From an optimization exercise on the open Yosys and OpenROAD flow, aimed at small area, a short achievable clock period and few clock cycles; shortcuts taken in it are not production practice.

// muldiv
module muldiv (result, valid, clock, reset, start, opera1, opera2, muordi);
Size: roughly 1500 cells after synthesis, roughly 170 I/O pins, ~13000 sq um of cells after synthesis.
==> module muldiv, before the edit <==
module muldiv (result, valid, clock, reset, start, opera1, opera2, muordi);
output [63:0] result;
output valid;
input [31:0] opera1;
input [63:0] opera2;
input  start, reset, muordi, clock;
reg        valid;
reg        busy;       
reg        negcyc;     
reg        dv;         
reg        dvs;        
reg        pre;        
reg        post;       
reg        sa;         
reg        neg1;       
reg        r1one, r1two;          
reg        r2one, r2two, r2neg;   
reg [3:0]  cnt;
reg [64:0] P;          
reg [32:0] M;          
assign result = P[63:0];
wire dolast = dv ? (cnt == 4'd15) : (cnt == 4'd7);
wire [31:0] Dm = M[31:0] ^ {32{sa}};
wire [7:0]  dnz, xnz, dab;
genvar gi;
generate for (gi = 0; gi < 8; gi = gi + 1) begin : g_nib
    assign dnz[gi] = |Dm[4*gi+3:4*gi];
    assign xnz[gi] = |P[4*gi+27:4*gi+24];
    if (gi == 7) assign dab[gi] = 1'b0;
    else         assign dab[gi] = dab[gi+1] | dnz[gi+1];
end endgenerate
wire skip = dvs & ~P[63] & ~|P[62:56] & ~|(xnz & ~dab) & (cnt <= 4'd11);
wire [40:0] Mz = {{6{M[32]}}, M, 2'b00};
wire [43:0] Mw = {{6{M[32]}}, M, 5'd0};
wire [30:0] orl [0:5];    
assign orl[0] = {P[29:0], 1'b0};
genvar gk, gj;
generate for (gk = 0; gk < 5; gk = gk + 1) begin : g_orl
    for (gj = 0; gj < 31; gj = gj + 1) begin : g_b
        if ((gj >> gk) & 1) begin : g_op
            assign orl[gk+1][gj] = orl[gk][gj] | orl[gk][((gj >> gk) << gk) - 1];
        end else begin : g_pass
            assign orl[gk+1][gj] = orl[gk][gj];
        end
    end
end endgenerate
wire [30:0] Pneg = P[30:0] ^ orl[5];
wire [35:0] A1 = {P[64], P[64], P[64:31]};
wire [35:0] B1 = (({36{dvs}} & Mz[37:2]) | ({36{r1one}} & Mz[36:1]) |
                  ({36{r1two}} & Mz[35:0])) ^ {36{neg1}};
wire        c1 = neg1 & ~negcyc;
wire [35:0] S1;
wire [36:0] T1 = {A1, c1} + {B1, c1};
assign S1 = T1[36:1];
wire        q1 = ~S1[31];
wire        n2e  = dvs ? ~sa : r2neg;
wire        s1s  = dvs & S1[31];
wire [38:0] A2 = {S1[35], S1[35], S1[35:3], dv ? S1[2] : r2neg, S1[1:0], P[30]};
wire [38:0] B2 = ((({39{dvs}} & Mw[43:5]) | ({39{r2one}} & Mw[39:1]) |
                   ({39{r2two}} & Mw[38:0])) ^ {39{n2e}}) ^ {39{s1s}};
wire        c2 = n2e ^ s1s;
wire [38:0] S2;
wire [39:0] T2 = {A2, c2} + {B2, c2};
assign S2 = T2[39:1];
wire        q2 = ~S2[31];
function [2:0] booth;
    input x1, x0, xm;
    booth = {x0 ^ xm, (x1 & ~x0 & ~xm) | (~x1 & x0 & xm), x1};
endfunction
wire [2:0] bl1 = booth(opera1[1], opera1[0], 1'b0);
wire [2:0] bl2 = booth(opera1[3], opera1[2], opera1[1]);
wire [2:0] bs1 = booth(P[5], P[4], P[3]);
wire [2:0] bs2 = booth(P[7], P[6], P[5]);
wire fin_neg  = negcyc & ~pre;              
wire fin_step = ~negcyc & ~skip & dolast;   
wire to_neg   = fin_step & dv & post;       
wire finish   = fin_neg | (fin_step & ~to_neg);
always @(posedge clock or posedge reset)
begin
    if (reset) begin
        valid <= 1'b0;
        busy <= 1'b0;
    end else if (start) begin
        valid <= 1'b0;
        busy <= 1'b1;
    end else if (busy & finish) begin
        valid <= 1'b1;
        busy <= 1'b0;
    end
end
always @(posedge clock)
begin
    if (start) begin
        dv <= muordi;
        negcyc <= muordi & opera2[63];
        dvs <= muordi & ~opera2[63];
        cnt <= 4'd0;
        pre <= opera2[63];
        post <= opera1[31] ^ opera2[63];
        sa <= opera1[31];
        if (muordi) begin
            neg1 <= opera2[63] ? ~|opera2[30:0] : ~opera1[31];
            {r1one, r1two} <= 2'b00;
            {r2one, r2two, r2neg} <= 3'b000;
            M <= {opera1[31], opera1};
            P <= {1'b0, opera2};
        end else begin
            {r1one, r1two, neg1} <= bl1;
            {r2one, r2two, r2neg} <= bl2;
            M <= {opera2[63], opera2[31:0]};
            P <= {33'd0, opera1};
        end
    end else if (busy) begin
        if (negcyc) begin
            P <= {1'b0, ~S1[32:0], Pneg};
            pre <= 1'b0;
            negcyc <= 1'b0;
            dvs <= 1'b1;
            neg1 <= ~sa;
        end else if (skip) begin
            cnt <= cnt + 4'd4;
            P <= {1'b0, P[55:0], 8'd0};
            neg1 <= ~sa;
        end else begin
            cnt <= cnt + 4'd1;
            if (dv) begin
                P <= {S2[31], S2[31:0], P[29:0], q1, q2};
                if (to_neg) begin
                    negcyc <= 1'b1;
                    dvs <= 1'b0;
                    neg1 <= ~|P[28:0] & ~q1 & ~q2;
                end else
                    neg1 <= S2[31] ^ ~sa;
            end else begin
                P <= {S2[38:6], S2[5:4], S1[2:1], P[31:4]};
                {r1one, r1two, neg1} <= bs1;
                {r2one, r2two, r2neg} <= bs2;
            end
        end
    end
end
endmodule
Settings: LEC_CHECK=0, CAP_MARGIN=20, CORE_MARGIN=2, CORE_UTILIZATION=45, SLEW_MARGIN=20; clock period 14.0 ns.
standard.sh (not shown) runs the stock make flow with config.mk's settings and CLKGATE_MAP_FILE= SYNTH_SCRIPT=/design/flow/synth_recipe.tcl, a recipe that flattens the netlist after the stock synthesis.
==> flow/flow/run.sh <==
#!/bin/bash
# Standard layout, except that the port buffers are the smallest buffer cell
# and the resizer's setup repair aims for more slack.
set -euo pipefail
export BUFFER_PORTS_ARGS="-buffer_cell sky130_fd_sc_hd__buf_1"
export SETUP_SLACK_MARGIN=7
bash standard.sh > standard_flow.log 2>&1
==> next run, changes <==
--- a/flow/design.v
+++ b/flow/design.v
@@ -50,18 +50,18 @@
                   ({36{r1two}} & Mz[35:0])) ^ {36{neg1}};
 wire        c1 = neg1 & ~negcyc;
 wire [35:0] S1;
 wire [36:0] T1 = {A1, c1} + {B1, c1};
 assign S1 = T1[36:1];
 wire        q1 = ~S1[31];
-wire        n2e  = dvs ? ~sa : r2neg;
-wire        s1s  = dvs & S1[31];
-wire [38:0] A2 = {S1[35], S1[35], S1[35:3], dv ? S1[2] : r2neg, S1[1:0], P[30]};
-wire [38:0] B2 = ((({39{dvs}} & Mw[43:5]) | ({39{r2one}} & Mw[39:1]) |
-                   ({39{r2two}} & Mw[38:0])) ^ {39{n2e}}) ^ {39{s1s}};
-wire        c2 = n2e ^ s1s;
+wire        neg2 = negcyc | (dvs & (S1[31] ^ ~sa)) | r2neg;
+wire [38:0] A2x = {S1[35], S1[35], S1[35:3], dv ? S1[2] : neg2, S1[1:0], P[30]};
+wire [38:0] A2 = A2x;
+wire [38:0] B2 = (({39{dvs}} & Mw[43:5]) | ({39{r2one}} & Mw[39:1]) |
+                  ({39{r2two}} & Mw[38:0])) ^ {39{neg2}};
+wire        c2 = neg2;
 wire [38:0] S2;
 wire [39:0] T2 = {A2, c2} + {B2, c2};
 assign S2 = T2[39:1];
 wire        q2 = ~S2[31];
 function [2:0] booth;
     input x1, x0, xm;
After rerunning: The changed run completed without violations; final cell count goes up by 4.9%; first-iteration DRC count shrinks by 23%; die area rises by 4.1%; core utilization goes down by 1.3 points; sequential cell count does not change; worst hold slack improves by 0.0054 ns; routed wire length goes up by 13%.
No run of this note included a check of the RTL's function; only the layout flow was run.

separate check: timing with driven ports:
How much do the figures lean on ideal ports? The routed layouts below were timed once more, with nothing changed but the port constraints. Step 1: set_driving_cell puts a clkbuf_16 on clock and a buf_2 on each other input, an assumption about the parent block. Step 2 moves the port delays by t, midway between the first and last clock arrival at a register: inputs arrive t later, outputs are due t later. That takes back most of the time a late clock gives input paths. Slacks: ideal / step 1 / step 2; pairs: ideal / step 1.
run	t (ns)	setup slack, ns	worst setup path after step 2	worst slew at a driven data input, ns
the first run	0.490	7.167 / 7.167 / 7.167	register to register	0.06
the second run	0.484	7.362 / 7.362 / 7.362	register to register	0.07
After both steps every run listed still meets setup and hold.
